What follows belongs to an exercise in optimizing a design on an open flow for small area; a production flow would make more cautious choices.
RTL that was checked went through simulation tests only; none was proved equivalent to the original.
The RTL of runs 1 and 2 was laid out without a check of its function.
No driver is modelled on the clock port, so clocking that relies on it looks cheaper here than on a real chip.
Power and IR drop assume default switching activity.

==> flow/design.v <==
module VendingAlle (
    input wire clk,
    input wire reset,
    input wire boton_moneda,
    input wire boton_p1,
    input wire boton_p2,
    input wire boton_p3,
    input wire boton_p4,
    output reg [6:0] seg,
    output reg [1:0] an,
    output reg [3:0] motor
);
reg [10:0] cd;
reg [5:0]  k;
reg [4:0]  credit;
reg        coin_prev, coin_pend, coin_go;
reg [3:0]  prev;
reg        sel_v;
reg [1:0]  sel;
reg [4:0]  tmr;         
reg [1:0]  midx;
reg        b16_d2;      
wire z49    = ~|cd[9:4];
wire tick   = z49 & ~cd[3] & ~cd[2] & ~cd[1] & ~cd[0];             
wire cd0    = z49 & ~cd[10] & ~cd[3] & ~cd[1] & ~cd[0];            
wire cd1    = z49 & ~cd[10] & ~cd[2] & ~cd[1] & cd[0];             
wire cd1536 = (cd == 11'b10010010001);                             
wire [6:0] kn = k + tick;
wire b16    = (k > 6'd46) | ((k == 6'd46) & (an[0] | cd1536));
wire run    = (tmr != 5'd0);
wire coin_edge = boton_moneda & ~coin_prev;
wire [3:0] btn = {boton_p4, boton_p3, boton_p2, boton_p1};
wire [3:0] chg = btn ^ prev;
wire [3:0] first = chg & ~{chg[2:0] | {chg[1:0], 1'b0} | {chg[0], 2'b0}, 1'b0};
wire [3:0] pedge = first & btn;
wire       pe_any = |pedge;
wire [1:0] pe_idx = {pedge[3] | pedge[2], pedge[3] | pedge[1]};
wire consume = tick & sel_v & ~run;
wire ge1 = |credit;
wire ge4 = credit[4] | credit[3] | credit[2];
wire ge3 = ge4 | (credit[1] & credit[0]);
wire afford = sel[1] ? (sel[0] ? ge4 : ge3) : ge1;
wire buy = consume & btn[sel] & afford;
wire bought = cd1 & (tmr == 5'd25);
wire coin_add = cd1 & coin_go & (credit != 5'd19);
wire [4:0] delta = bought ? (midx[1] ? (midx[0] ? 5'b11100 : 5'b11101) : 5'b11111)
                          : {4'b0000, coin_add};
always @(posedge clk or posedge reset) begin
    if (reset) begin
        cd <= 11'b00000000100;
        k <= 6'd14;
        credit <= 0;
        coin_prev <= 0;
        coin_pend <= 0;
        coin_go <= 0;
        prev <= 0;
        sel_v <= 0;
        tmr <= 0;
        an <= 2'b00;
        b16_d2 <= 0;
    end else begin
        cd <= {cd[9:0], ~(cd[10] ^ cd[8])} | {8'b0, tick, 2'b0};
        k <= kn[5:0] | {2'b0, kn[6], kn[6], kn[6], 1'b0};
        an <= b16 ? 2'b01 : 2'b10;
        b16_d2 <= an[0];
        coin_prev <= boton_moneda;
        if (tick) begin
            coin_pend <= coin_pend ? 1'b0 : coin_edge;
            coin_go <= coin_pend & boton_moneda;
        end else begin
            coin_pend <= coin_pend | coin_edge;
        end
        prev <= prev ^ first;
        if (pe_any)
            sel_v <= ~(consume & (pe_idx == sel));
        else if (consume)
            sel_v <= 1'b0;
        if (buy)
            tmr <= 5'd26;
        else if (cd0 & run)
            tmr <= tmr - 1'b1;
        credit <= credit + delta;
    end
end
always @(posedge clk) begin
    if (pe_any) sel <= pe_idx;
    if (buy) midx <= sel;
end
wire       alive = an[1] | an[0];
wire       u = credit[0];
wire [3:0] t = credit[4:1];
wire sa = b16_d2 | t[3] | t[1] | ~(t[2] ^ t[0]);
wire sb = b16_d2 ? ~u : (~t[2] | ~(t[1] ^ t[0]));
wire sc = b16_d2 | t[2] | ~t[1] | t[0];
wire sd = b16_d2 | t[3] | (~t[2] & ~t[0]) | (t[1] & ~t[0]) | (~t[2] & t[1]) | (t[2] & ~t[1] & t[0]);
wire se = b16_d2 ? ~u : ((~t[2] & ~t[0]) | (t[1] & ~t[0]));
wire sf = b16_d2 | t[3] | (~t[1] & ~t[0]) | (t[2] & ~t[1]) | (t[2] & ~t[0]);
wire sg = b16_d2 ? u : (t[3] | (t[2] ^ t[1]) | (t[1] & ~t[0]));
always @(*) begin
    seg = {sg, sf, se, sd, sc, sb, sa} & {7{alive}};
    motor = run ? (4'b0001 << midx) : 4'b0000;
end
endmodule
==> flow/flow/run.sh <==
#!/bin/bash
# Own layout flow: the standard flow (standard.sh) with these changes:
#  - synthesis maps the logic with an area-oriented ABC script (flow/abc_area.script)
#    instead of ORFS's speed script; registers are mapped exactly as in the standard synthesis;
#  - port buffers use the smallest buffer cell;
#  - clock tree synthesis options (CTS_ARGS below).
# Each tool's output goes to flow.log in the work folder (ORFS's own logs stay under orfs/logs).
set -euo pipefail
W=$(pwd)
{
  echo 'proc abc {args} {'
  echo '  set i [lsearch $args -script]'
  echo "  if {\$i >= 0} { lset args [expr {\$i+1}] $W/flow/abc_area.script }"
  echo '  yosys abc {*}$args'
  echo '}'
  cat "$W/synth_recipe.tcl"
} > "$W/own_synth.tcl"
bash "$W/standard.sh" "SYNTH_SCRIPT=$W/own_synth.tcl" \
  "BUFFER_PORTS_ARGS=-buffer_cell sky130_fd_sc_hd__buf_1" \
  "CTS_ARGS=-repair_clock_nets -dont_use_dummy_load -buf_list sky130_fd_sc_hd__clkbuf_8" finish > "$W/flow.log" 2>&1
==> flow/flow/abc_area.script <==
strash
&get -n
&st
&dch -f
&nf -a -R 1000
&put
topo
==> flow/standard.sh <==
#!/bin/bash
# synth_recipe.tcl (not shown) runs the flow's synth.tcl, then flattens the netlist and writes it again
# the make line also repeats each setting of config.mk as NAME=value (left out here)
make -C /OpenROAD-flow-scripts/flow DESIGN_CONFIG=/design/flow/config.mk WORK_HOME=/design/flow/orfs CLKGATE_MAP_FILE= SYNTH_SCRIPT=/design/flow/synth_recipe.tcl "${@:-finish}"
==> flow/config.mk <==
export PLATFORM = sky130hd
export DESIGN_NAME = VendingAlle
export DESIGN_NICKNAME = VendingAlle
export VERILOG_FILES = /design/flow/design.v
export SDC_FILE = /design/flow/constraint.sdc
export NUM_CORES = 4
export LEC_CHECK = 0
export CAP_MARGIN = 20
export CORE_MARGIN = 2
export CORE_UTILIZATION = 40
export SLEW_MARGIN = 20
==> flow/constraint.sdc <==
create_clock -name core_clock -period 10.0 [get_ports {clk}]
set_input_delay 2.0000 -clock core_clock [delete_from_list [all_inputs] [get_ports {clk}]]
set_output_delay 2.0000 -clock core_clock [all_outputs]
set_load 0.01 [all_outputs]
==> results of run 1 <==
-- power by group through the flow --
stage          registers (mW)  logic [mW]  clock network (mW)
3_5_place_dp            0.205      0.0511                   0
3_3_place_gp            0.205      0.0504                   0
6_report                0.202      0.0504              0.0965
2_1_floorplan           0.202      0.0416                   0
4_1_cts                 0.202      0.0514               0.101
5_1_grt                 0.204      0.0582               0.107
-- synth_stat cells (all sizes together) (2+ instances only) --
master / number / area share (%)
nand2: 13 / 2.4
a31oi: 4 / 1.2
nand4: 3 / 0.93
nand2b: 2 / 0.62
nor3: 7 / 1.7
xor2: 4 / 1.7
or4: 2 / 0.74
xnor2: 12 / 5.2
nor4: 2 / 0.62
or3: 3 / 0.93
or3b: 2 / 0.86
o21ai: 9 / 2.2
clkinv: 15 / 2.8
ha: 15 / 9.3
a211oi: 2 / 0.74
nand3: 5 / 1.2
nor3b: 2 / 0.74
a21oi: 7 / 1.7
nor2b: 2 / 0.62
dfstp: 4 / 5.2
dfrtp: 34 / 42
edfxtp: 4 / 5.9
nor2: 12 / 2.2
-- stage by stage --
step / setup WS [ns] / power (mW) / utilization (%) / cells / hold slack (ns)
2_1_floorplan: 6.551 / 0.2431 / - / 182 / 0.3543
3_3_place_gp: 6.338 / 0.2555 / 45.43 / 269 / 0.3617
3_5_place_dp: 6.294 / 0.2566 / 45.43 / 269 / 0.3732
4_1_cts: 6.040 / 0.3543 / 46.86 / 274 / 0.3921
5_1_grt: 5.902 / 0.3687 / 46.86 / 274 / 0.4049
6_report: 6.047 / 0.3493 / 46.86 / 274 / 0.3874
-- critical path, cell delays in order, from the launching register on --
cell,delay (ns)
dfrtp_1,0.52
clkinv_1,0.20
ha_1,0.25
a2111oi_0,0.42
a21oi_1,0.12
buf_1,0.14
-- cell families (layout without fill, tap and decap cells) --
kind of cell	Yosys count	after routing	share of synthesized area (%)
adder cells (fa/ha/maj)	16	16	10.25
buffers and inverters	15	40	2.779
XOR/XNOR	16	16	6.918
multiplexers	1	1	1.112
AO/OA/AOI/OAI	33	33	10.62
flip-flops	42	42	53.12
AND/OR/NAND/NOR	59	59	15.19
-- cell usage in the layout, fill, tap and decap left out, types with 2 or more instances in the layout --
cell type and instances:
or3_1 3, clkbuf_8 5, nor2_1 12, nor2b_1 2
nand3_1 5, edfxtp_1 4, nand2b_1 2, dfstp_2 4
o21ai_0 9, a21oi_1 7, nor3b_1 2, nand2_1 13
dfrtp_1 34, xnor2_1 12, or3b_1 2, clkinv_1 15
a31oi_1 4, buf_1 19, a211oi_1 2, nor4_1 2
nand4_1 3, or4_1 2, ha_1 15, nor3_1 7
xor2_1 4
-- metal layers --
layer / global-route usage (%) / share of wire, % / vias to the layer above / wire length (µm)
li1: - / - / 704 / -
met1: 19.21 / 50 / 633 / 1702
met2: 20.08 / 45 / 21 / 1528
met3: 4.418 / 3.8 / 6 / 130
met4: 5.848 / 1.8 / 0 / 63
met5: 0 / 0 / - / 0
-- registers in the layout, indices dropped and copies added (netlist names), named ones only --
register and cells:
an 2, tmr 5, b16_d2 1, midx 2, prev 1, credit 5
sel 2, coin_pend 1, sel_v 1, k 6, coin_prev 1, coin_go 1
cd 11
-- final cells by class --
| type | count | share of cell area [%] |
|---|---|---|
| flip-flops and latches | 42 | 47.67 |
| multi-input cells | 125 | 39.58 |
| repair buffers | 20 | 3.492 |
| well taps | 67 | 3.714 |
| inverters | 15 | 2.494 |
| clock buffers | 5 | 3.049 |
-- final timing paths --
| kind | from | to | slack [ns] |
|---|---|---|---|
| worst max-delay path | credit[2] | seg[3] | 6.05 |
| worst min-delay path | cd[9] | cd[10] | 0.39 |
| worst max register to register | cd[7] | credit[3] | 7.07 |
| worst min register to register | cd[9] | cd[10] | 0.39 |
| max in group asynchronous | reset | cd[2] | 7.87 |
| min in group asynchronous | reset | tmr[2] | 1.78 |
==> notes.md, run 1 <==
CTS Sinks=42; Synth Warn #=1; Multi-input gate area=893.4 µm²; worst hold stages=0; DR WL/cell=12.50 µm; Die Ht=75.17 µm; CP startpoint kind=register; Max-slew headroom=59.83%; status=timing/DRC/antenna clean; clk_skew=0.01535 ns; RSZ-0062 raised after global routing=false; CTS Root Cell=clkbuf_8; Worst VDD drop=82.21 µV; global-route wire length before repair=5.727 mm; Setup crit end kind=primary output; Post-Synthesis Cells=182; postcts setup bufs=0; Routed Antenna Nets=0; post-CTS sizing=0; Slew @ Worst Pin=0.5980 ns; min Tclk post-route=3.953 ns; I/O Pins=20; Area Overhead vs Synth=11.43%; DRC errors left=0; PortBufs=19; Initial Utilization=42.05%; f_max=253.0 MHz; Die X-Extent=75.17 µm; antenna violations before repair=0; CTS tree=built; Max Cap Viol=0; Worst EP required=8.00 ns; P per Cell Area=154.8 nW/µm²; Post-Syn Area=2026 µm²; Total Die Area=5650 µm²; vias in the first global route=1,206; post-route cell area=2257 µm²; EDFF count, synth=4; HP Class=reg2reg; sequential share of power=57.9%; number of diodes=0; Sw Pwr=91.80 µW; Vias=1,364; worst reg-to-reg path cell count=9; Sum Neg Setup Slack=0 ns; FF+latch area=1076 µm²; grt total ovfl=0; Tot GR Track Use=13.84%; syn_nets=205; fin. max-slew vios=0; DP Area=2188 µm²; Main synth FF type=dfrtp_1; Comb power frac=14.4%; internal power=257.5 µW; switching share of power=26.28%; Detailed Route WL=3.425 mm; fill count=483; Synth Register Bits=42; CP arrival=1.95 ns; dpl hpwl=2.522 mm; Core Box Area=4817 µm²; Avg Inst Size Synth=11.13 µm²; worst skew pair latency=0.29 ns; Synth cell types=40; initial drt markers=42; Final Hold Vio Count=0; Clk pin slew, worst setup/hold paths=0.07 ns; Via density=4.978; CTS buffer count=5; pin count of the biggest net entering global routing=39; Crit Path Class=reg2out; Rows=25; First-pass DRT Iterations=4; # setup viols final=0; Leak=0.8895 nW; Longest Clk Path Bufs=2; CTS Hold Bufs=0; worst-path maximum fanout=9; Net count, final=232; register area share after synthesis=53.12%; Clock power frac=27.6%; H-tree levels=2; Final GP Congestion=0.7448; layout cells sized above 1=5.314%; ys async rst share=90.48%; final period utilization=39.53%
==> run 2: changes to the inputs <==
--- a/flow/flow/run.sh
+++ b/flow/flow/run.sh
@@ -18,3 +18,3 @@
 bash "$W/standard.sh" "SYNTH_SCRIPT=$W/own_synth.tcl" \
   "BUFFER_PORTS_ARGS=-buffer_cell sky130_fd_sc_hd__buf_1" \
-  "CTS_ARGS=-repair_clock_nets -dont_use_dummy_load -buf_list sky130_fd_sc_hd__clkbuf_8" finish > "$W/flow.log" 2>&1
+  "CTS_ARGS=-sink_clustering_enable -sink_clustering_levels 1 -sink_clustering_size 50 -sink_clustering_max_diameter 500 -repair_clock_nets -dont_use_dummy_load -buf_list sky130_fd_sc_hd__clkbuf_8" finish > "$W/flow.log" 2>&1
==> run 2 against run 1 <==
  * Non-clock buffer count did not move
  * Still clean
  * Worst setup slack did not move
  * Register-to-register slack barely moved
  * Clock power barely moved
  * Maximum frequency did not move
  * Critical path depth did not move
  * Critical path type unchanged
==> notes.md, run 2 <==
status=timing/DRC/antenna clean; grt total ovfl=0 (unchanged); CP arrival=1.95 ns (about the same); Total Die Area=5650 µm² (unchanged); Vias=1,364 (unchanged); Initial Utilization=42.05% (unchanged); pin count of the biggest net entering global routing=39 (unchanged); Area Overhead vs Synth=11.43% (unchanged); EDFF count, synth=4 (unchanged); Synth Area in Simple Gates=15.19% (unchanged); PortBufs=19 (unchanged); min Tclk post-route=3.953 ns (unchanged); Worst EP required=8.00 ns (about the same); Synth cell types=40 (unchanged); ys async rst share=90.48% (unchanged); CTS buffer count=5 (unchanged); Synth Register Bits=42 (unchanged); Rows=25 (unchanged); postcts setup bufs=0 (unchanged); Clk pin slew, worst setup/hold paths=0.07 ns (about the same); Net count, final=232 (unchanged); crit-path cells=clkinv_1 -> ha_1 -> a2111oi_0 -> a21oi_1 -> buf_1; most common cell after layout, fill and taps aside=dfrtp_1; Max Cap Viol=0 (unchanged); hold_ws=0.3874 ns (unchanged); CTS Sinks=42 (unchanged); CTS Hold Bufs=0 (unchanged); Main synth FF type=dfrtp_1; H-tree levels=2 (unchanged); post-CTS sizing=0 (unchanged); xor/xnor share of the synthesized area=6.918% (unchanged); Leak=0.8895 nW (unchanged); Worst VDD drop=82.21 µV (unchanged); compound-gate portion of the synthesized area=10.62% (unchanged); # setup viols final=0 (unchanged); number of diodes=0 (unchanged); Post-Syn Area=2026 µm² (unchanged); layout cells sized above 1=5.314% (unchanged); synth top area cells=dfrtp_1, ha_1, edfxtp_1; global-route wire length before repair=5.727 mm (unchanged); Top Registers=cd x11, k x6; Core Box Area=4817 µm² (unchanged); Slew @ Worst Pin=0.5980 ns (unchanged); Crit Path Class=reg2out; CP startpoint kind=register; dpl hpwl=2.522 mm (unchanged); P per Cell Area=154.8 nW/µm² (unchanged); CTS tree=built; DRC errors left=0 (unchanged); Slowest-stage cell, CP=dfrtp_1; Routed Antenna Nets=0 (unchanged); antenna violations before repair=0 (unchanged); Synth top cells by count=dfrtp_1, clkinv_1, ha_1; Avg Inst Size Synth=11.13 µm² (unchanged); Synth Warn #=1 (unchanged); max FFs per register=11 (unchanged); Largest stage delay, worst path=0.52 ns (about the same); register area share after synthesis=53.12% (unchanged); Longest Clk Path Bufs=2 (unchanged); Final Hold Vio Count=0 (unchanged); worst-path maximum fanout=9 (unchanged); initial drt markers=42 (unchanged); mux cell area share after synthesis=1.112% (unchanged); syn_nets=205 (unchanged); Detailed Route WL=3.425 mm (unchanged); Die Ht=75.17 µm (unchanged); HP Class=reg2reg; worst skew pair latency=0.29 ns (about the same); largest family of logic cells by synthesized area=simple AND/OR/NAND/NOR gates; First-pass DRT Iterations=4 (unchanged); CTS Root Cell=clkbuf_8; Reg with most FFs=cd; Die X-Extent=75.17 µm (unchanged); final period utilization=39.53% (unchanged); post-synth top area cell=dfrtp_1; I/O Pins=20 (unchanged); fin. max-slew vios=0 (unchanged); Setup crit end kind=primary output; Sum Neg Setup Slack=0 ns (unchanged); most frequent cells in the layout=dfrtp_1, buf_1, clkinv_1, ha_1, nand2_1; RSZ-0062 raised after global routing=false; Final GP Congestion=0.7448 (unchanged); Via density=4.978 (unchanged); Tot GR Track Use=13.84% (unchanged); DR WL/cell=12.50 µm (unchanged); Tot Pwr=349.3 µW (unchanged); Max-slew headroom=59.83% (unchanged); f_max=253.0 MHz (unchanged); most common cell in the synthesized netlist=dfrtp_1; Yosys top cell area share=42.00% (unchanged); vias in the first global route=1,206 (unchanged); adder-cell share of the synthesized area=10.25% (unchanged); Post-Synthesis Cells=182 (unchanged); clk_skew=0.01535 ns (unchanged)
## run 2: cell counts in the layout (fill, tap and decap cells not counted)
No cell type changed its count.
## run 2: worst paths after layout
path | from | end | slack, ns | cells past startpoint
max in group asynchronous | reset | cd[2] | 7.87 | 3
setup / recovery | credit[2] | seg[3] | 6.05 | 5
setup reg to reg | cd[7] | credit[3] | 7.07 | 9
hold / removal | cd[9] | cd[10] | 0.39 | 0
hold reg to reg | cd[9] | cd[10] | 0.39 | 0
min in group asynchronous | reset | tmr[2] | 1.78 | 3
## run 2: area by class of cell
cell class	instances	area, µm²
Sequential cell	42	1076
Clock buffer	5	68.82
Fill cell	483	2560
Tap cell	67	83.83
Timing Repair Buffer	20	78.83
Inverter	15	56.30
Multi-Input combinational cell	125	893.4
## run 2: through the flow
step                      util (%)  instances  setup slack [ns]  instance area, µm²
after floorplan                  -        182             6.551                2026
after global placement       45.43        269             6.338                2188
after detailed placement     45.43        269             6.294                2188
after CTS                    46.86        274             6.040                2257
after global routing         46.86        274             5.902                2257
final                        46.86        274             6.047                2257
## run 2: layer usage
metal / vias up / wire [µm] / track usage [%]
met5: - / 0 / 0
met2: 21 / 1528 / 20.08
li1: 704 / - / -
met1: 633 / 1702 / 19.21
met4: 0 / 63 / 5.848
met3: 6 / 130 / 4.418
## run 2: power breakdown
part / leakage (nW) / internal, mW / switching, mW
Combinational: 0.374 / 0.0234 / 0.0271
Sequential: 0.480 / 0.189 / 0.0132
Clock: 0.0359 / 0.0450 / 0.0515
## run 2: cell families (layout without fill, tap and decap cells)
logic type               Yosys count  in the layout
AO/OA/AOI/OAI                     33             33
flip-flops                        42             42
multiplexers                       1              1
adder cells (fa/ha/maj)           16             16
buffers and inverters             15             40
XOR/XNOR                          16             16
AND/OR/NAND/NOR                   59             59
## run 2: critical path: cells and delay by family, from the launching register on
family | cells | cell delay (ns)
AO/OA/AOI/OAI | 2 | 0.54
adder cells (fa/ha/maj) | 1 | 0.25
buffers and inverters | 2 | 0.34
flip-flops | 1 | 0.52
==> run 3: changes to the inputs <==
--- a/flow/design.v
+++ b/flow/design.v
@@ -15,5 +15,5 @@
 reg [4:0]  credit;
 reg        coin_prev, coin_pend, coin_go;
-reg [3:0]  prev;
+reg        prev1, prev2, prev3, prev4;
 reg        sel_v;
 reg [1:0]  sel;
@@ -31,4 +31,5 @@
 wire coin_edge = boton_moneda & ~coin_prev;
 wire [3:0] btn = {boton_p4, boton_p3, boton_p2, boton_p1};
+wire [3:0] prev = {prev4, prev3, prev2, prev1};
 wire [3:0] chg = btn ^ prev;
 wire [3:0] first = chg & ~{chg[2:0] | {chg[1:0], 1'b0} | {chg[0], 2'b0}, 1'b0};
@@ -54,14 +55,15 @@
         coin_pend <= 0;
         coin_go <= 0;
-        prev <= 0;
+        prev1 <= 0;
+        prev2 <= 0;
+        prev3 <= 0;
+        prev4 <= 0;
         sel_v <= 0;
         tmr <= 0;
         an <= 2'b00;
-        b16_d2 <= 0;
     end else begin
         cd <= {cd[9:0], ~(cd[10] ^ cd[8])} | {8'b0, tick, 2'b0};
         k <= kn[5:0] | {2'b0, kn[6], kn[6], kn[6], 1'b0};
         an <= b16 ? 2'b01 : 2'b10;
-        b16_d2 <= an[0];
         coin_prev <= boton_moneda;
         if (tick) begin
@@ -71,5 +73,8 @@
             coin_pend <= coin_pend | coin_edge;
         end
-        prev <= prev ^ first;
+        if (first[0]) prev1 <= boton_p1;
+        if (first[1]) prev2 <= boton_p2;
+        if (first[2]) prev3 <= boton_p3;
+        if (first[3]) prev4 <= boton_p4;
         if (pe_any)
             sel_v <= ~(consume & (pe_idx == sel));
@@ -86,4 +91,5 @@
     if (pe_any) sel <= pe_idx;
     if (buy) midx <= sel;
+    b16_d2 <= an[0];
 end
 wire       alive = an[1] | an[0];
--- a/flow/flow/run.sh
+++ b/flow/flow/run.sh
@@ -3,4 +3,5 @@
 #  - synthesis maps the logic with an area-oriented ABC script (flow/abc_area.script)
 #    instead of ORFS's speed script; registers are mapped exactly as in the standard synthesis;
+#  - no adder extraction before ABC (ADDER_MAP_FILE empty), so ABC maps all logic;
 #  - port buffers use the smallest buffer cell;
 #  - clock tree synthesis options (CTS_ARGS below).
@@ -16,5 +17,5 @@
   cat "$W/synth_recipe.tcl"
 } > "$W/own_synth.tcl"
-bash "$W/standard.sh" "SYNTH_SCRIPT=$W/own_synth.tcl" \
+bash "$W/standard.sh" "SYNTH_SCRIPT=$W/own_synth.tcl" "ADDER_MAP_FILE=" \
   "BUFFER_PORTS_ARGS=-buffer_cell sky130_fd_sc_hd__buf_1" \
-  "CTS_ARGS=-sink_clustering_enable -sink_clustering_levels 1 -sink_clustering_size 50 -sink_clustering_max_diameter 500 -repair_clock_nets -dont_use_dummy_load -buf_list sky130_fd_sc_hd__clkbuf_8" finish > "$W/flow.log" 2>&1
+  "CTS_ARGS=-sink_clustering_enable -repair_clock_nets -dont_use_dummy_load -buf_list sky130_fd_sc_hd__clkbuf_8" finish > "$W/flow.log" 2>&1
==> flow/flow/abc_area.script (replaced) <==
strash
&get -n
&st
&deepsyn -T 30
&dch -f
&nf -a -R 1000
&put
topo
==> run 3 against run 2 <==
  * Utilization decreased by 0.088 points
  * Register-to-register slack got worse by 0.03 ns
  * Die area decreased by 8.3%
  * Clock power about the same
  * Critical path type unchanged
==> notes.md, run 3 <==
syn_nets=186 (-9.3%); ys async rst share=88.10% (-2.4 points); min Tclk post-route=3.963 ns (+0.01006 ns); Synth cell types=40 (unchanged); Routed Antenna Nets=0 (unchanged); postcts setup bufs=0 (unchanged); Synth Register Bits=42 (unchanged); Crit Path Class=reg2out; max FFs per register=11 (unchanged); Initial Utilization=41.87% (-0.19 points); Slew @ Worst Pin=0.5003 ns (-0.09763 ns); most frequent cells in the layout=dfrtp_1, nor2_1, buf_1, nand2_1; fin. max-slew vios=0 (unchanged); Clk pin slew, worst setup/hold paths=0.07 ns (about the same); Leak=0.8133 nW (-8.6%); H-tree levels=2 (unchanged); PortBufs=19 (unchanged); synth top area cells=dfrtp_1, edfxtp_1, dfstp_2; most common cell after layout, fill and taps aside=dfrtp_1; DP Area=1996 µm² (-8.8%); status=timing/DRC/antenna clean; register area share after synthesis=57.96% (+4.8 points); Worst VDD drop=51.12 µV (-38%); most common cell in the synthesized netlist=dfrtp_1; final period utilization=39.63% (+0.10 points); post-route cell area=2064 µm² (-8.5%); final std cells w/o fill=256 (-6.6%); DR WL/cell=13.74 µm (+9.9%); Yosys top cell area share=44.69% (+2.7 points); dpl hpwl=2.603 mm (+3.2%); f_max=252.4 MHz (-0.25%); # setup viols final=0 (unchanged); Max Cap Viol=0 (unchanged); Reg with most FFs=cd; worst skew pair latency=0.29 ns (about the same); EDFF count, synth=4 (unchanged); post-CTS sizing=0 (unchanged); Post-Synthesis Cells=179 (-1.6%); CTS Hold Bufs=0 (unchanged); CTS Root Cell=clkbuf_8; First-pass DRT Iterations=4 (unchanged); Synth Warn #=1 (unchanged); clk_skew=0.01720 ns (+0.001851 ns); global-route wire length before repair=6.009 mm (+4.9%); Final Hold Vio Count=0 (unchanged); Vias=1,385 (+1.5%); Max-slew headroom=66.39% (+6.6 points); CTS Sinks=42 (unchanged); Net count, final=213 (-8.2%); CP arrival=1.96 ns (about the same); setup slack, reg-to-reg=7.04 ns (-0.03 ns); Area Overhead vs Synth=11.71%; fill count=403 (-17%); I/O Pins=20 (unchanged); DRC errors left=0 (unchanged); P per Cell Area=146.4 nW/µm² (-5.4%); worst reg-to-reg path cell count=9 (unchanged); Die X-Extent=71.97 µm (-4.3%); post-synth top area cell=dfrtp_1; HP Class=reg2reg; Total Die Area=5180 µm² (-8.3%); initial drt markers=86 (+100%); antenna violations before repair=0 (unchanged); CP startpoint kind=register; Setup crit end kind=primary output; number of diodes=0 (unchanged); Synth top cells by count=dfrtp_1, nor2_1, nand2_1; RSZ-0062 raised after global routing=false; pin count of the biggest net entering global routing=38 (-2.6%); CTS tree=built; Post-Place Cells=251 (-6.7%); Post-Syn Area=1848 µm² (-8.8%); worst-path maximum fanout=8 (-1); Worst EP required=8.00 ns (about the same); Die Ht=71.97 µm (-4.3%); Avg Inst Size Synth=10.32 µm² (-7.2%); grt total ovfl=0 (unchanged); Detailed Route WL=3.518 mm (+2.7%); Via density=5.410 (+8.7%); Core Box Area=4414 µm² (-8.4%); CTS buffer count=5 (unchanged); Tot GR Track Use=15.13% (+1.3 points); Sum Neg Setup Slack=0 ns (unchanged); vias in the first global route=1,332 (+10%); worst hold stages=0 (unchanged); Top Registers=cd x11, k x6; Rows=24 (-4.0%); layout cells sized above 1=5.392% (+0.078 points); Final GP Congestion=0.8131 (+9.2%); Longest Clk Path Bufs=2 (unchanged); Main synth FF type=dfrtp_1
run 3: cell count changes in the layout (fill, tap and decap cells not counted), moves of 4 or more:
cell      before  now
ha_1          15    0
nor2_1        12   22
clkinv_1      15    7
nand2_1       13   18
o21ai_0        9    4
xnor2_1       12    8
run 3: report_power, final:
group | internal, mW | total (mW) | switching (mW)
Clock | 0.0450 | 0.0966 | 0.0516
Sequential | 0.179 | 0.185 | 0.00618
Combinational | 0.00862 | 0.0206 | 0.0120
run 3: worst max-delay path, stage by stage, from the launching register on:
cell       delay, ns
dfrtp_1         0.48
nand2b_1        0.23
nand3_1         0.14
o21a_1          0.15
a2111oi_0       0.46
nor3_1          0.08
buf_1           0.14
run 3: cell type report:
class / instances / area, µm² / share of cell area, %
Sequential cell: 42 / 1071 / 51.88
Clock buffer: 5 / 68.82 / 3.333
Tap cell: 52 / 65.06 / 3.152
Multi-Input combinational cell: 129 / 747.0 / 36.18
Inverter: 7 / 26.28 / 1.273
Timing Repair Buffer: 21 / 86.33 / 4.182
run 3: logic make-up after synthesis:
logic type / count (synthesis) / share of synthesized area, %
flops: 42 / 57.96
compound gates: 34 / 12.05
xor+xnor: 11 / 5.214
simple gates: 81 / 21.40
buf+inv: 8 / 1.625
mux: 3 / 1.760
run 3: final timing paths:
| path | startpoint | endpoint |
|---|---|---|
| worst max-delay path | credit[2] | seg[6] |
| worst min-delay path | cd[9] | cd[10] |
| worst max register to register | cd[8] | tmr[4] |
| worst min register to register | cd[9] | cd[10] |
| max in group asynchronous | reset | cd[2] |
| min in group asynchronous | reset | k[5] |
run 3: stage by stage:
stage	hold WS, ns	utilization (%)	power [mW]	setup WS, ns
CTS	0.3775	46.77	0.3063	6.051
global route	0.3960	46.77	0.3184	5.832
finish	0.3779	46.77	0.3023	6.037
floorplan	0.3543	-	0.2026	6.326
global placement	0.3621	45.21	0.2081	6.070
detailed placement	0.3594	45.21	0.2090	5.870
run 3: routing by layer:
| metal | GRT usage, % | routed length (µm) | up-vias |
|---|---|---|---|
| li1 | - | - | 693 |
| met1 | 20.11 | 1663 | 652 |
| met2 | 22.84 | 1640 | 36 |
| met3 | 5.139 | 179 | 4 |
| met4 | 6.289 | 35 | 0 |
| met5 | 0 | 0 | - |
==> run 4: changes to the inputs <==
==> flow/run.sh (new file) <==
#!/bin/bash
# synth_recipe.tcl (not shown) runs the flow's synth.tcl, then flattens the netlist and writes it again
# the make line also repeats each setting of config.mk as NAME=value (left out here)
make -C /OpenROAD-flow-scripts/flow DESIGN_CONFIG=/design/flow/config.mk WORK_HOME=/design/flow/orfs CLKGATE_MAP_FILE= SYNTH_SCRIPT=/design/flow/synth_recipe.tcl finish
removed: flow/flow/run.sh
removed: flow/flow/abc_area.script
removed: flow/standard.sh
==> run 4 against run 3 <==
  * Clock power grew 17%
  * Via count increased by 5.6%
  * Combinational power increased to 3.1 times the previous value
  * Synthesized cell count grew 6.1%
  * Critical path type unchanged
  * Critical endpoint is now motor[3]
  * Highest routed layer unchanged
==> notes.md, run 4 <==
Vias=1,462 (+5.6%); Leak=1.038 nW (+28%); Worst VDD drop=96.55 µV (+89%); H-tree levels=2 (unchanged); syn_nets=213 (+15%); Crit Path Class=reg2out; Die Ht=77.16 µm (+7.2%); antenna violations before repair=0 (unchanged); register area share after synthesis=50.03% (-7.9 points); Avg Inst Size Synth=11.27 µm² (+9.1%); CTS Root Cell=clkbuf_8; PortBufs=19 (unchanged); Longest Clk Path Bufs=2 (unchanged); number of diodes=0 (unchanged); fin. max-slew vios=0 (unchanged); most common cell in the synthesized netlist=dfrtp_1; Synth Register Bits=42 (unchanged); Final Util=48.86% (+2.1 points); worst reg-to-reg path cell count=7 (-2); worst hold stages=0 (unchanged); Final GP Congestion=0.8337 (+2.5%); Worst Path Buf+Inv=3 (+2); Detailed Route WL=3.976 mm (+13%); Routed Antenna Nets=0 (unchanged); worst-path maximum fanout=8 (unchanged); postcts setup bufs=0 (unchanged); ys async rst share=88.10% (unchanged); global-route wire length before repair=6.893 mm (+15%); Post-Synthesis Cells=190 (+6.1%); grt total ovfl=0 (unchanged); pin count of the biggest net entering global routing=38 (unchanged); CTS tree=built; EDFF count, synth=4 (unchanged); CP arrival=2.19 ns (+0.23 ns); Tot GR Track Use=14.79% (-0.34 points); Slew @ Worst Pin=0.5719 ns (+0.07153 ns); Synth top cells by count=dfrtp_1, ha_1, inv_1; synth top area cells=dfrtp_1, ha_1, edfxtp_1; post-CTS sizing=0 (unchanged); clk_skew=0.006942 ns (-0.01026 ns); Clk pin slew, worst setup/hold paths=0.08 ns (about the same); P per Cell Area=149.3 nW/µm² (+1.9%); worst skew pair latency=0.29 ns (about the same); RSZ-0062 raised after global routing=false; Post-Syn Area=2141 µm² (+16%); most frequent cells in the layout=dfrtp_1, clkdlybuf4s50_1, inv_1, ha_1, nor2_1; CTS Sinks=42 (unchanged); Synth cell types=45 (+13%); DRC errors left=0 (unchanged); CTS buffer count=5 (unchanged); Max-slew headroom=61.56% (-4.8 points); Slowest-stage cell, CP=nor4_2; DR WL/cell=13.95 µm (+1.5%); Rows=26 (+8.3%); Setup crit end kind=primary output; Critical Path End=motor[3]; HP Class=reg2reg; status=timing/DRC/antenna clean; Max Cap Viol=0 (unchanged); DP Area=2414 µm² (+21%); FF-to-FF Start=cd[8]; Largest stage delay, worst path=0.50 ns (+0.02 ns); CP top delay family=simple AND/OR/NAND/NOR gates; Area Overhead vs Synth=17.30%; First-pass DRT Iterations=4 (unchanged); CP startpoint kind=register; Reg with most FFs=cd; # setup viols final=0 (unchanged); CP startpoint=tmr[0]; Worst path depth=6 (unchanged); f_max=238.6 MHz (-5.4%); post-synth top area cell=dfrtp_1; I/O Pins=20 (unchanged); Net count, final=237 (+11%); Main synth FF type=dfrtp_1; dpl hpwl=2.930 mm (+13%); Die X-Extent=77.16 µm (+7.2%); Initial Utilization=41.65% (-0.21 points); Final Hold Vio Count=0 (unchanged); Synth Warn #=1 (unchanged); Top Registers=cd x11, k x6; final period utilization=41.91% (+2.3 points); Yosys top cell area share=38.57% (-6.1 points); Total Die Area=5953 µm² (+15%); Core Box Area=5140 µm² (+16%); Via density=5.130 (-5.2%); layout cells sized above 1=10.70% (+5.3 points); Worst EP required=8.00 ns (about the same); setup slack, reg-to-reg=7.08 ns (+0.04 ns); initial drt markers=99 (+15%); Sum Neg Setup Slack=0 ns (unchanged); CTS Hold Bufs=0 (unchanged); vias in the first global route=1,497 (+12%); max FFs per register=11 (unchanged); min Tclk post-route=4.191 ns (+0.2281 ns); most common cell after layout, fill and taps aside=dfrtp_1; worst reg2reg endpoint=credit[3]; post-route cell area=2511 µm² (+22%); crit-path cells=inv_1 -> ha_1 -> inv_1 -> nor4_2 -> and3b_1 -> clkdlybuf4s50_1; most used cell, CP=inv_1
-- run 4: cell types whose count changed in the layout (fill, tap and decap cells not counted), moves of 4 or more --
| cell | delta |
|---|---|
| a21oi_1 | -6 |
| a31oi_1 | +8 |
| buf_1 | -19 |
| clkdlybuf4s50_1 | +19 |
| clkinv_1 | -7 |
| ha_1 | +15 |
| inv_1 | +15 |
| mux2i_1 | +4 |
| nand2_1 | -9 |
| nor2_1 | -11 |
| nor3_1 | -4 |
-- run 4: stage by stage --
stage / total power, mW / worst slack (ns) / instances / hold WS (ns)
after floorplan: 0.2500 / 6.493 / 190 / 0.3545
after global placement: 0.2644 / 5.945 / 277 / 0.3680
after detailed placement: 0.2660 / 5.830 / 277 / 0.3635
after CTS: 0.3810 / 5.493 / 285 / 0.3818
after global routing: 0.3969 / 5.583 / 285 / 0.3994
final: 0.3748 / 5.809 / 285 / 0.3794
-- run 4: area by class of cell --
cell class / instances / area, µm²
Tap cell: 70 / 87.58
Fill cell: 510 / 2629
Clock buffer: 7 / 86.33
Inverter: 15 / 56.30
Sequential cell: 42 / 1071
Clock inverter: 1 / 5.005
Multi-Input combinational cell: 130 / 1007
Timing Repair Buffer: 20 / 197.7
-- run 4: cell families after synthesis --
kind of cell	share of synthesized area (%)
AND/OR/NAND/NOR	16.36
flip-flops	50.03
AO/OA/AOI/OAI	10.17
adder cells (fa/ha/maj)	11.10
buffers and inverters	3.214
XOR/XNOR	5.727
multiplexers	3.390
-- run 4: how the worst min path moves through the flow --
stage	start	to	slack [ns]
after global placement	cd[6]	cd[7]	0.37
final	cd[6]	cd[7]	0.38
after CTS	cd[6]	cd[7]	0.38
after floorplan	cd[6]	cd[7]	0.35
after global routing	cd[6]	cd[7]	0.40
after detailed placement	cd[6]	cd[7]	0.36
-- run 4: where the power goes --
group          internal [mW]  switching [mW]
clock network         0.0557          0.0573
registers              0.188          0.0104
logic                 0.0297          0.0333
-- run 4: routing by layer --
| metal | track usage [%] | vias up | part of all wire, % |
|---|---|---|---|
| li1 | - | 728 | - |
| met1 | 21.55 | 706 | 52 |
| met2 | 20.87 | 21 | 43 |
| met3 | 3.529 | 7 | 2.7 |
| met4 | 6.429 | 0 | 2.1 |
| met5 | 0 | - | 0 |
==> run 5: changes to the inputs <==
--- a/flow/design.v
+++ b/flow/design.v
@@ -11,6 +11,8 @@
     output reg [3:0] motor
 );
-reg [10:0] cd;
-reg [5:0]  k;
+reg [10:0] cds;       
+reg [5:0]  ks;        
+wire [10:0] cd = cds ^ 11'b00000000100;
+wire [5:0]  k = ks ^ 6'b001110;
 reg [4:0]  credit;
 reg        coin_prev, coin_pend, coin_go;
@@ -33,6 +35,6 @@
 wire [3:0] prev = {prev4, prev3, prev2, prev1};
 wire [3:0] chg = btn ^ prev;
-wire [3:0] first = chg & ~{chg[2:0] | {chg[1:0], 1'b0} | {chg[0], 2'b0}, 1'b0};
-wire [3:0] pedge = first & btn;
+wire [3:0] later = {chg[2] | chg[1] | chg[0], chg[1] | chg[0], chg[0], 1'b0};
+wire [3:0] pedge = btn & ~prev & ~later;
 wire       pe_any = |pedge;
 wire [1:0] pe_idx = {pedge[3] | pedge[2], pedge[3] | pedge[1]};
@@ -49,6 +51,6 @@
 always @(posedge clk or posedge reset) begin
     if (reset) begin
-        cd <= 11'b00000000100;
-        k <= 6'd14;
+        cds <= 0;
+        ks <= 0;
         credit <= 0;
         coin_prev <= 0;
@@ -63,6 +65,6 @@
         an <= 2'b00;
     end else begin
-        cd <= {cd[9:0], ~(cd[10] ^ cd[8])} | {8'b0, tick, 2'b0};
-        k <= kn[5:0] | {2'b0, kn[6], kn[6], kn[6], 1'b0};
+        cds <= ({cd[9:0], ~(cd[10] ^ cd[8])} | {8'b0, tick, 2'b0}) ^ 11'b00000000100;
+        ks <= (kn[5:0] | {2'b0, kn[6], kn[6], kn[6], 1'b0}) ^ 6'b001110;
         an <= b16 ? 2'b01 : 2'b10;
         coin_prev <= boton_moneda;
@@ -73,8 +75,8 @@
             coin_pend <= coin_pend | coin_edge;
         end
-        if (first[0]) prev1 <= boton_p1;
-        if (first[1]) prev2 <= boton_p2;
-        if (first[2]) prev3 <= boton_p3;
-        if (first[3]) prev4 <= boton_p4;
+        prev1 <= boton_p1;
+        if (~later[1]) prev2 <= boton_p2;
+        if (~later[2]) prev3 <= boton_p3;
+        if (~later[3]) prev4 <= boton_p4;
         if (pe_any)
             sel_v <= ~(consume & (pe_idx == sel));
==> flow/flow/run.sh (new file) <==
#!/bin/bash
# Own layout flow: the standard flow (standard.sh) with these changes:
#  - synthesis maps the logic with an area-oriented ABC script (flow/abc_area.script)
#    instead of ORFS's speed script; registers are mapped exactly as in the standard synthesis;
#  - no adder extraction before ABC (ADDER_MAP_FILE empty), so ABC maps all logic;
#  - port buffers use the smallest buffer cell;
#  - clock tree synthesis options (CTS_ARGS below).
# Each tool's output goes to flow.log in the work folder (ORFS's own logs stay under orfs/logs).
set -euo pipefail
W=$(pwd)
{
  echo 'proc abc {args} {'
  echo '  set i [lsearch $args -script]'
  echo "  if {\$i >= 0} { lset args [expr {\$i+1}] $W/flow/abc_area.script }"
  echo '  yosys abc {*}$args'
  echo '}'
  cat "$W/synth_recipe.tcl"
} > "$W/own_synth.tcl"
bash "$W/standard.sh" "SYNTH_SCRIPT=$W/own_synth.tcl" "ADDER_MAP_FILE=" \
  "BUFFER_PORTS_ARGS=-buffer_cell sky130_fd_sc_hd__buf_1" \
  "CTS_ARGS=-sink_clustering_enable -repair_clock_nets -dont_use_dummy_load -buf_list sky130_fd_sc_hd__clkbuf_8" finish > "$W/flow.log" 2>&1
==> flow/flow/abc_area.script (new file) <==
strash
&get -n
&st
&deepsyn -T 30
&dch -f
&nf -a -R 1000
&put
topo
==> flow/standard.sh (new file) <==
#!/bin/bash
# synth_recipe.tcl (not shown) runs the flow's synth.tcl, then flattens the netlist and writes it again
# the make line also repeats each setting of config.mk as NAME=value (left out here)
make -C /OpenROAD-flow-scripts/flow DESIGN_CONFIG=/design/flow/config.mk WORK_HOME=/design/flow/orfs CLKGATE_MAP_FILE= SYNTH_SCRIPT=/design/flow/synth_recipe.tcl "${@:-finish}"
removed: flow/run.sh
==> run 5 against run 4 <==
  * Global-route usage up 0.32 points
  * Maximum frequency up 7.9%
  * Via count down 9.6%
  * Sequential power down 8%
  * Still clean
  * Critical path type unchanged
  * Critical path depth up 2
==> notes.md, run 5 <==
Final Hold Vio Count=0 (unchanged); Die Ht=72.00 µm (-6.7%); most frequent cells in the layout=dfrtp_1, nor2_1, nand2_1, buf_1; CTS Root Cell=clkbuf_8; clk_skew=0.01152 ns (+0.004574 ns); syn_nets=186 (-13%); dpl hpwl=2.575 mm (-12%); I/O Pins=20 (unchanged); Main synth FF type=dfrtp_1; most common cell after layout, fill and taps aside=dfrtp_1; post-synth top area cell=dfrtp_1; Reg with most FFs=cds; Clk pin slew, worst setup/hold paths=0.07 ns (about the same); Largest stage delay, worst path=0.47 ns (-0.03 ns); ys async rst share=88.10% (unchanged); global-route wire length before repair=6.051 mm (-12%); CP arrival=1.88 ns (-0.31 ns); min Tclk post-route=3.883 ns (-0.3078 ns); layout cells sized above 1=3.902% (-6.8 points); postcts setup bufs=0 (unchanged); Tot GR Track Use=15.11% (+0.32 points); fin. max-slew vios=0 (unchanged); Rows=24 (-7.7%); Detailed Route WL=3.461 mm (-13%); worst hold stages=0 (unchanged); Final GP Congestion=0.7979 (-4.3%); f_max=257.5 MHz (+7.9%); Initial Utilization=41.89% (+0.24 points); RSZ-0062 raised after global routing=false; Synth Register Bits=42 (unchanged); Crit Path Class=reg2out; P per Cell Area=145.2 nW/µm² (-2.7%); Max Cap Viol=0 (unchanged); worst reg2reg endpoint=credit[4]; WHS Endpoint=cds[7]; Synth cell types=38 (-16%); Sum Neg Setup Slack=0 ns (unchanged); FF-to-FF Start=tmr[2]; Synth Warn #=1 (unchanged); HP Class=reg2reg; Post-Synthesis Cells=179 (-5.8%); setup slack, reg-to-reg=7.01 ns (-0.07 ns); DRC errors left=0 (unchanged); worst-path maximum fanout=8 (unchanged); Setup crit end kind=primary output; PortBufs=19 (unchanged); Core Box Area=4414 µm² (-14%); Max-slew headroom=68.47% (+6.9 points); CTS tree=built; Area Overhead vs Synth=11.91%; Routed Antenna Nets=0 (unchanged); Die X-Extent=72.00 µm (-6.7%); max FFs per register=11 (unchanged); Longest Clk Path Bufs=2 (unchanged); Via density=5.144 (+0.28%); Worst EP required=8.00 ns (about the same); Avg Inst Size Synth=10.33 µm² (-8.3%); most common cell in the synthesized netlist=dfrtp_1; worst reg-to-reg path cell count=10 (+3); Vias=1,322 (-9.6%); Leak=0.8419 nW (-19%); CTS buffer count=5 (unchanged); pin count of the biggest net entering global routing=38 (unchanged); DR WL/cell=13.47 µm (-3.5%); status=timing/DRC/antenna clean; Worst VDD drop=93.72 µV (-2.9%); Synth top cells by count=dfrtp_1, nor2_1, nand2_1; EDFF count, synth=4 (unchanged); hold_ws=0.3781 ns (-0.001286 ns); worst skew pair latency=0.29 ns (about the same); vias in the first global route=1,300 (-13%); CTS Sinks=42 (unchanged); Worst Path Buf+Inv=1 (-2); CP top delay family=simple AND/OR/NAND/NOR gates; antenna violations before repair=0 (unchanged); Worst path depth=8 (+2); Slew @ Worst Pin=0.4686 ns (-0.1032 ns); post-CTS sizing=0 (unchanged); Top Registers=cds x11, ks x6; synth top area cells=dfrtp_1, edfxtp_1, nor2_1; hold path startpoint=cds[6]; CTS Hold Bufs=0 (unchanged); Net count, final=214 (-9.7%); grt total ovfl=0 (unchanged); final period utilization=38.83% (-3.1 points); register area share after synthesis=57.65% (+7.6 points); Yosys top cell area share=50.07% (+11 points); First-pass DRT Iterations=4 (unchanged); initial drt markers=109 (+10%); Slowest-stage cell, CP=dfrtp_1; CP startpoint kind=register; H-tree levels=2 (unchanged); number of diodes=0 (unchanged); crit-path cells=nand2b_1 -> nand3_1 -> o21a_1 -> nor3_1 -> nor2_1 -> nor2_1 -> nor3_1 -> buf_1; Total Die Area=5183 µm² (-13%); # setup viols final=0 (unchanged); Post-Syn Area=1849 µm² (-14%)
run 5: changes by cell type after synthesis, sizes merged, moves of 4 or more:
cell,before,now
ha,15,0
inv,15,0
nor2,12,25
nand2,9,21
clkinv,0,9
a31oi,10,2
dfrtp,33,37
dfstp,4,0
mux2i,5,1
run 5: cells by family (layout without fill, tap and decap cells):
kind of cell    Yosys count  after routing  synth area share (%)
xor+xnor                 15             15                 7.104
simple gates             84             84                 21.99
flops                    42             42                 57.65
buf+inv                   9             35                 1.827
mux                       3              3                 2.368
compound gates           26             26                 9.066
run 5: layer usage:
layer	GRT usage [%]	vias up	wire length [µm]
met5	0	-	0
met4	5.031	0	57
met3	4.583	6	122
met2	22.22	20	1513
met1	21.53	622	1767
li1	-	674	-
run 5: power by group:
part | leakage [nW] | internal, mW | switching, mW
sequential | 0.492 | 0.179 | 0.00464
clock | 0.0359 | 0.0450 | 0.0505
combinational | 0.314 | 0.00883 | 0.0129
run 5: per-stage QoR:
stage	utilization (%)	instances	area (µm²)	setup WS (ns)	total power, mW
6_report	46.88	257	2069	6.117	0.3006
5_1_grt	46.88	257	2069	5.923	0.3170
4_1_cts	46.88	257	2069	6.109	0.3039
3_5_place_dp	45.32	252	2001	5.869	0.2089
3_3_place_gp	45.32	252	2001	6.031	0.2076
2_1_floorplan	-	179	1849	6.302	0.2021
run 5: worst max path at each step:
stage,end,slack (ns),startpoint
2_1_floorplan,sel_v,6.30,boton_p1
3_3_place_gp,sel_v,6.03,boton_p1
3_5_place_dp,sel_v,5.87,boton_p1
4_1_cts,seg[6],6.11,credit[2]
5_1_grt,seg[6],5.92,credit[2]
6_report,seg[6],6.12,credit[3]
run 5: layout make-up:
cell class	count	area, µm²
inverter	9	33.78
tap	52	65.06
sequential	42	1066
fill	418	2345
timing repair buffer	21	86.33
clock buffer	5	68.82
multi-input combinational	128	749.5
==> run 6: changes to the inputs <==
--- a/flow/flow/run.sh
+++ b/flow/flow/run.sh
@@ -5,5 +5,7 @@
 #  - no adder extraction before ABC (ADDER_MAP_FILE empty), so ABC maps all logic;
 #  - port buffers use the smallest buffer cell;
-#  - clock tree synthesis options (CTS_ARGS below).
+#  - clock tree synthesis options (CTS_ARGS below);
+#  - after CTS, flow/post_cts.tcl gives each clock buffer the smallest size that
+#    keeps register clock-pin slews under 100 ps and timing met (when POSTCTS=1).
 # Each tool's output goes to flow.log in the work folder (ORFS's own logs stay under orfs/logs).
 set -euo pipefail
@@ -19,3 +21,3 @@
 bash "$W/standard.sh" "SYNTH_SCRIPT=$W/own_synth.tcl" "ADDER_MAP_FILE=" \
   "BUFFER_PORTS_ARGS=-buffer_cell sky130_fd_sc_hd__buf_1" \
-  "CTS_ARGS=-sink_clustering_enable -repair_clock_nets -dont_use_dummy_load -buf_list sky130_fd_sc_hd__clkbuf_8" finish > "$W/flow.log" 2>&1
+  "CTS_ARGS=-sink_clustering_enable -repair_clock_nets -dont_use_dummy_load -buf_list sky130_fd_sc_hd__clkbuf_8" "POST_CTS_TCL=$W/flow/post_cts.tcl" finish > "$W/flow.log" 2>&1
==> flow/flow/abc_area.script (replaced) <==
strash
&get -n
&st
&deepsyn -T 30
&dch -x
&nf -a -p -R 1000
&put
topo
==> flow/flow/post_cts.tcl (new file) <==
proc my_clk_pin_max_slew {} {
  set mx 0
  foreach inst [get_cells *] {
    foreach p [get_pins -of_objects $inst -filter "direction==input"] {
      if {[get_property $p name] != "CLK"} continue
      set s [get_property $p slew_max]
      if {$s > $mx} { set mx $s }
    }
  }
  return $mx
}
proc my_timing_ok {} {
  return [expr {[sta::worst_slack_cmd max] > 1e-9 && [sta::worst_slack_cmd min] > 1e-10}]
}
set my_sizes {sky130_fd_sc_hd__clkbuf_1 sky130_fd_sc_hd__clkbuf_2 sky130_fd_sc_hd__clkbuf_4 sky130_fd_sc_hd__clkbuf_8 sky130_fd_sc_hd__clkbuf_16}
set my_db [ord::get_db]
estimate_parasitics -placement
puts "clock buffer sizing: before, worst clock pin slew [my_clk_pin_max_slew]"
foreach inst [[ord::get_db_block] getInsts] {
  if {![string match "clkbuf_*" [$inst getName]]} continue
  set orig [[$inst getMaster] getName]
  if {[lsearch $my_sizes $orig] < 0} continue
  foreach m $my_sizes {
    if {$m == $orig} break
    $inst swapMaster [$my_db findMaster $m]
    estimate_parasitics -placement
    if {[my_clk_pin_max_slew] < 0.100 && [my_timing_ok]} break
    $inst swapMaster [$my_db findMaster $orig]
  }
  puts "clock buffer sizing: [$inst getName] $orig -> [[$inst getMaster] getName]"
}
estimate_parasitics -placement
puts "clock buffer sizing: after, worst clock pin slew [my_clk_pin_max_slew]"
==> run 6 against run 5 <==
  * Still clean
  * Worst setup slack worse by 0.28 ns
  * Register-to-register slack worse by 0.48 ns
  * Maximum frequency is 6.6% lower
  * Power is 2.8% lower
  * Sequential cell count stayed put
  * Design area is 1.2% lower
  * Combinational power is 5% lower
  * Utilization is 0.25 points lower
  * Wire length is 7.1% lower
  * Count of clock-buffer cells in the layout stayed put
  * Critical path depth is 1 higher
  * Sequential share of layout area is 0.63 points higher
  * Highest routed layer unchanged
==> notes.md, run 6 <==
post-synth top area cell=dfrtp_1; Main synth FF type=dfrtp_1; worst reg2reg endpoint=tmr[4]; Worst VDD drop=88.60 µV (-5.5%); Final Util=46.63% (-0.25 points); Sum Neg Setup Slack=0 ns (unchanged); fin. max-slew vios=0 (unchanged); layout cells sized above 1=2.899% (-1.0 points); Reg with most FFs=cds; FF-to-FF Start=cds[8]; Post-Syn Area=1834 µm² (-0.81%); Post-Synthesis Cells=181 (+1.1%); Initial Utilization=41.84% (-0.056 points); Slowest-stage cell, CP=dfrtp_1; status=timing/DRC/antenna clean; worst reg-to-reg path cell count=10 (unchanged); antenna violations before repair=0 (unchanged); max FFs per register=11 (unchanged); First-pass DRT Iterations=4 (unchanged); crit-path cells=clkinv_1 -> nor2_1 -> nor2b_1 -> a21oi_1 -> nor3_1 -> nor2_1 -> nor2_1 -> nor3_1 -> buf_1; Post-Place Cells=254 (+0.79%); Final WS setup=5.842 ns (-0.2754 ns); most frequent cells in the layout=dfrtp_1, nor2_1, nand2_1, buf_1; most common cell in the synthesized netlist=dfrtp_1; Final GP Congestion=0.7505 (-5.9%); worst skew pair latency=0.53 ns (+0.24 ns); Avg Inst Size Synth=10.13 µm² (-1.9%); Clk pin slew, worst setup/hold paths=0.08 ns (about the same); PortBufs=19 (unchanged); Detailed Route WL=3.215 mm (-7.1%); P per Cell Area=142.9 nW/µm² (-1.6%); final std cells w/o fill=259 (+0.78%); Synth cell types=34 (-11%); most common cell after layout, fill and taps aside=dfrtp_1; Largest stage delay, worst path=0.36 ns (-0.11 ns); Vias=1,325 (+0.23%); worst-path maximum fanout=5 (-3); largest family of logic cells by synthesized area=simple AND/OR/NAND/NOR gates; Rows=24 (unchanged); Final Hold Vio Count=0 (unchanged); Setup crit end kind=primary output; DR WL/cell=12.41 µm (-7.8%); grt total ovfl=0 (unchanged); I/O Pins=20 (unchanged); setup slack, reg-to-reg=6.53 ns (-0.48 ns); Die Ht=71.72 µm (-0.39%); RSZ-0062 raised after global routing=false; f_max=240.5 MHz (-6.6%); Die X-Extent=71.72 µm (-0.39%); Synth top cells by count=dfrtp_1, nor2_1, nand2_1; compound-gate portion of the synthesized area=10.50% (+1.4 points); ys async rst share=88.10% (unchanged); global-route wire length before repair=5.823 mm (-3.8%); most used cell, CP=nor2_1; clk_skew=0.01561 ns (+0.004091 ns); final period utilization=41.58% (+2.8 points); Worst EP required=8.00 ns (about the same); CP startpoint kind=register; Leak=0.7960 nW (-5.4%); pre-CTS WS=5.859 ns (-0.009040 ns); xor/xnor share of the synthesized area=6.685% (-0.42 points); Slew @ Worst Pin=0.7381 ns (+0.2695 ns); Synth Register Bits=42 (unchanged); CTS tree=built; Via density=5.116 (-0.55%); vias in the first global route=1,309 (+0.69%); Crit Path Class=reg2out; DRC errors left=0 (unchanged); Tot GR Track Use=14.65% (-0.46 points); synth top area cells=dfrtp_1, edfxtp_1, nor2_1; # setup viols final=0 (unchanged); Max-slew headroom=50.34% (-18 points); mux cell area share after synthesis=1.160% (-1.2 points); CTS Sinks=42 (unchanged); initial drt markers=68 (-38%); Synth Warn #=1 (unchanged); syn_nets=188 (+1.1%); Area Overhead vs Synth=11.46%; min Tclk post-route=4.158 ns (+0.2754 ns); Yosys top cell area share=50.48% (+0.41 points); Max Cap Viol=0 (unchanged); worst hold stages=0 (unchanged); EDFF count, synth=4 (unchanged); CP arrival=2.16 ns (+0.28 ns); HP Class=reg2reg; pin count of the biggest net entering global routing=38 (unchanged); Critical Path End=seg[6]; Total Die Area=5143 µm² (-0.78%); number of diodes=0 (unchanged); register area share after synthesis=58.12% (+0.47 points); adder-cell share of the synthesized area=0% (unchanged); Top Registers=cds x11, ks x6; dpl hpwl=2.327 mm (-9.6%); Net count, final=216 (+0.93%); Core Box Area=4384 µm² (-0.68%); Synth Area in Simple Gates=21.28% (-0.71 points); CP startpoint=credit[2]; Routed Antenna Nets=0 (unchanged)
run 6: per-layer routing:
layer  wire length, µm  up-vias  GRT usage, %  part of all wire (%)
li1                  -      683             -                     -
met1              1654      617         19.71                    51
met2              1398       17         22.12                    43
met3                94        8         3.797                   2.9
met4                67        0         7.128                   2.1
met5                 0        -             0                     0
run 6: cell type report:
type                    instances  area [µm²]
flip-flops and latches         42        1066
clock buffers                   5       58.81
fillers                       442        2340
inverters                      11       41.29
well taps                      52       65.06
repair buffers                 21       86.33
multi-input cells             128       726.9
run 6: power by group:
part | switching [mW] | internal [mW] | leakage (nW)
logic | 0.0130 | 0.00774 | 0.279
clock network | 0.0510 | 0.0367 | 0.0299
registers | 0.00490 | 0.179 | 0.488
run 6: how the worst min path moves through the flow:
stage | start | to | slack, ns
6_report | cds[9] | cds[10] | 0.38
5_1_grt | cds[9] | cds[10] | 0.39
3_5_place_dp | cds[9] | cds[10] | 0.36
3_3_place_gp | cds[9] | cds[10] | 0.36
2_1_floorplan | cds[5] | cds[6] | 0.35
run 6: cell families after synthesis:
kind of cell,Yosys count
xor gates and xnor gates,14
and+or+nand+nor,80
DFF,42
muxes,2
AOI/OAI and AO/OA,32
buffers and inverters,11
run 6: critical path, delay by kind of cell, from the launching register on:
kind	cells	cell delay, ns
buffers and inverters	2	0.32
AND/OR/NAND/NOR	6	0.74
AO/OA/AOI/OAI	1	0.20
flip-flops	1	0.36
run 6: per-stage QoR:
step / power, mW / instance area [µm²] / hold WS, ns
2_1_floorplan: 0.2017 / 1834 / 0.3543
3_3_place_gp: 0.2077 / 1986 / 0.3598
3_5_place_dp: 0.2079 / 1986 / 0.3603
5_1_grt: 0.3068 / 2044 / 0.3906
6_report: 0.2921 / 2044 / 0.3773
==> run 7: changes to the inputs <==
--- a/flow/config.mk
+++ b/flow/config.mk
@@ -9,3 +9,4 @@
 export CORE_MARGIN = 2
 export CORE_UTILIZATION = 40
+export GPL_TIMING_DRIVEN = 0
 export SLEW_MARGIN = 20
==> run 7 against run 6 <==
  * Still clean on timing, DRC and antenna
  * Design area shrank 0.67%
  * Synthesized cell count is the same
  * Die area unchanged
  * Wire length shrank 2.0%
  * Combinational power is 4% lower
  * Sequential cell count did not move
  * Clock power fell by 5.7%
  * Critical path depth stayed put
  * Register-to-register slack gained 0.06 ns
  * Power shrank 1.9%
  * Critical endpoint unchanged
==> notes.md, run 7 <==
status=timing/DRC/antenna clean; worst-path maximum fanout=5 (unchanged); Post-Synthesis Cells=181 (unchanged); syn_nets=188 (unchanged); initial drt markers=63 (-7.4%); most common cell in the synthesized netlist=dfrtp_1; most frequent cells in the layout=dfrtp_1, nor2_1, nand2_1, buf_1; post-synth top area cell=dfrtp_1; Synth top cells by count=dfrtp_1, nor2_1, nand2_1; worst reg2reg endpoint=tmr[4]; worst reg-to-reg path cell count=9 (-1); vias in the first global route=1,290 (-1.5%); Synth Warn #=1 (unchanged); I/O Pins=20 (unchanged); hold_ws=0.3791 ns (+0.001813 ns); pin count of the biggest net entering global routing=38 (unchanged); Die X-Extent=71.72 µm (unchanged); CTS Sinks=42 (unchanged); Slew @ Worst Pin=0.8126 ns (+0.07451 ns); RSZ-0062 raised after global routing=false; Tot GR Track Use=14.43% (-0.22 points); Via density=5.144 (+0.55%); FF-to-FF Start=cds[8]; Net count, final=214 (-0.93%); max FFs per register=11 (unchanged); Final Util=46.32% (-0.31 points); Area Overhead vs Synth=10.71%; Routed Antenna Nets=0 (unchanged); Reg with most FFs=cds; Sum Neg Setup Slack=0 ns (unchanged); pre-CTS WS=5.849 ns (-0.01065 ns); Worst VDD drop=77.98 µV (-12%); CP arrival=2.09 ns (-0.07 ns); antenna violations before repair=0 (unchanged); Multi-input gate area=733.2 µm² (+0.86%); Initial Utilization=41.84% (unchanged); ys async rst share=88.10% (unchanged); FF+latch area=1066 µm² (unchanged); setup slack, reg-to-reg=6.59 ns (+0.06 ns); CP startpoint=credit[2]; hold path startpoint=cds[9]; HP Class=reg2reg; post-route cell area=2031 µm² (-0.67%); synth top area cells=dfrtp_1, edfxtp_1, nor2_1; Total Die Area=5143 µm² (unchanged); EDFF count, synth=4 (unchanged); dpl hpwl=2.331 mm (+0.17%); Final Hold Vio Count=0 (unchanged); Clk pin slew, worst setup/hold paths=0.08 ns (about the same); final std cells w/o fill=257 (-0.77%); fin. max-slew vios=0 (unchanged); layout cells sized above 1=2.927% (+0.028 points); DP Area=1978 µm² (-0.38%); Die Ht=71.72 µm (unchanged); Avg Inst Size Synth=10.13 µm² (unchanged); Synth Register Bits=42 (unchanged); f_max=244.3 MHz (+1.6%); WHS Endpoint=cds[10]; Rows=24 (unchanged); number of diodes=0 (unchanged); Post-Syn Area=1834 µm² (unchanged); CP startpoint kind=register; most common cell after layout, fill and taps aside=dfrtp_1; Core Box Area=4384 µm² (unchanged); Detailed Route WL=3.150 mm (-2.0%); Synth cell types=34 (unchanged); Final GP Congestion=0.7453 (-0.69%); Worst EP required=8.00 ns (about the same); Max-slew headroom=45.32% (-5.0 points); Vias=1,322 (-0.23%); Leak=0.7857 nW (-1.3%); Main synth FF type=dfrtp_1; clk_skew=0.01398 ns (-0.001627 ns); CTS tree=built; DRC errors left=0 (unchanged); min Tclk post-route=4.094 ns (-0.06458 ns); Post-Place Cells=252 (-0.79%); final period utilization=40.94% (-0.65 points); First-pass DRT Iterations=4 (unchanged); Yosys top cell area share=50.48% (unchanged); DR WL/cell=12.26 µm (-1.3%); Crit Path Class=reg2out; register area share after synthesis=58.12% (unchanged); worst skew pair latency=0.50 ns (-0.03 ns); Tot Pwr=286.4 µW (-1.9%); Setup crit end kind=primary output; # setup viols final=0 (unchanged); Top Registers=cds x11, ks x6; Final WS setup=5.906 ns (+0.06458 ns); grt total ovfl=0 (unchanged); global-route wire length before repair=5.802 mm (-0.36%); worst hold stages=0 (unchanged); PortBufs=19 (unchanged); P per Cell Area=141.1 nW/µm² (-1.3%); Max Cap Viol=0 (unchanged); fill count=431 (-2.5%)
-- run 7: cell counts after synthesis --
No cell type changed its count.
-- run 7: critical path: stages (launching register included) --
cell and delay, ns:
dfrtp_1 0.36, clkinv_1 0.15, nor2_1 0.22, nor2b_1 0.09, a21oi_1 0.20, nor3_1 0.08, nor2_1 0.12, nor2_1 0.05
nor3_1 0.16, buf_1 0.17
-- run 7: worst max path at each step --
stage	to	slack (ns)	cells after the start
finish	seg[6]	5.91	9
global route	seg[6]	5.61	9
detailed placement	sel_v	5.85	10
floorplan	sel_v	6.27	9
global placement	sel_v	5.87	10
-- run 7: cell type report --
class / instances / share of cell area [%]
repair buffers: 19 / 3.512
clock buffers: 5 / 2.588
well taps: 52 / 3.204
inverters: 11 / 2.095
flip-flops and latches: 42 / 52.50
multi-input cells: 128 / 36.11
-- run 7: cell families (layout without fill, tap and decap cells) --
| group | after synthesis | after routing | share of synthesized area, % |
|---|---|---|---|
| compound gates | 32 | 32 | 10.50 |
| mux | 2 | 2 | 1.160 |
| simple gates | 80 | 80 | 21.28 |
| buf+inv | 11 | 35 | 2.251 |
| xor+xnor | 14 | 14 | 6.685 |
| flops | 42 | 42 | 58.12 |
-- run 7: power by group --
group          switching (mW)  leakage, nW  internal, mW
Sequential            0.00515        0.488         0.179
Combinational          0.0125        0.271       0.00749
Clock                  0.0501       0.0274        0.0325
-- run 7: routing by layer --
metal	wire, µm	GRT usage (%)
met4	36	5.241
met3	93	4.219
met1	1658	20.46
met2	1362	21.09
met5	0	0

## port drivers added, routing unchanged
The results above use ideal ports. As a check the final layouts listed here were re-extracted and re-timed, cells and wires unchanged. Step 1: set_driving_cell puts a clkbuf_16 on clk and a buf_2 on each other input, an assumption about the parent block. Step 2 adds t to the input delays and takes it off the output delays; t is the mean of the earliest and latest rising clock arrival at the registers after step 1. Input paths then give back, and output paths get back, about the clock's delay inside the block. Three values: no drivers, after step 1, after step 2; two values: the first two.
run	t, ns	slack for setup (ns)	worst slew at a driven data input, ns	cell pins on the clock port's net
run 1	0.310	6.047 / 6.022 / 6.292	0.03	1
run 2	0.310	6.047 / 6.022 / 6.292	0.03	1
run 3	0.311	6.037 / 6.010 / 5.880	0.03	1
run 4	0.319	5.809 / 5.783 / 6.101	0.03	1
run 5	0.308	6.117 / 6.091 / 5.868	0.03	1
run 6	0.548	5.842 / 5.817 / 5.859	0.03	1
run 7	0.516	5.906 / 5.885 / 5.840	0.03	1
After both steps every run listed still meets setup and hold. The setup slack of run 5, which loses most, moves by -0.026 ns with the drivers and by -0.249 ns with both steps.
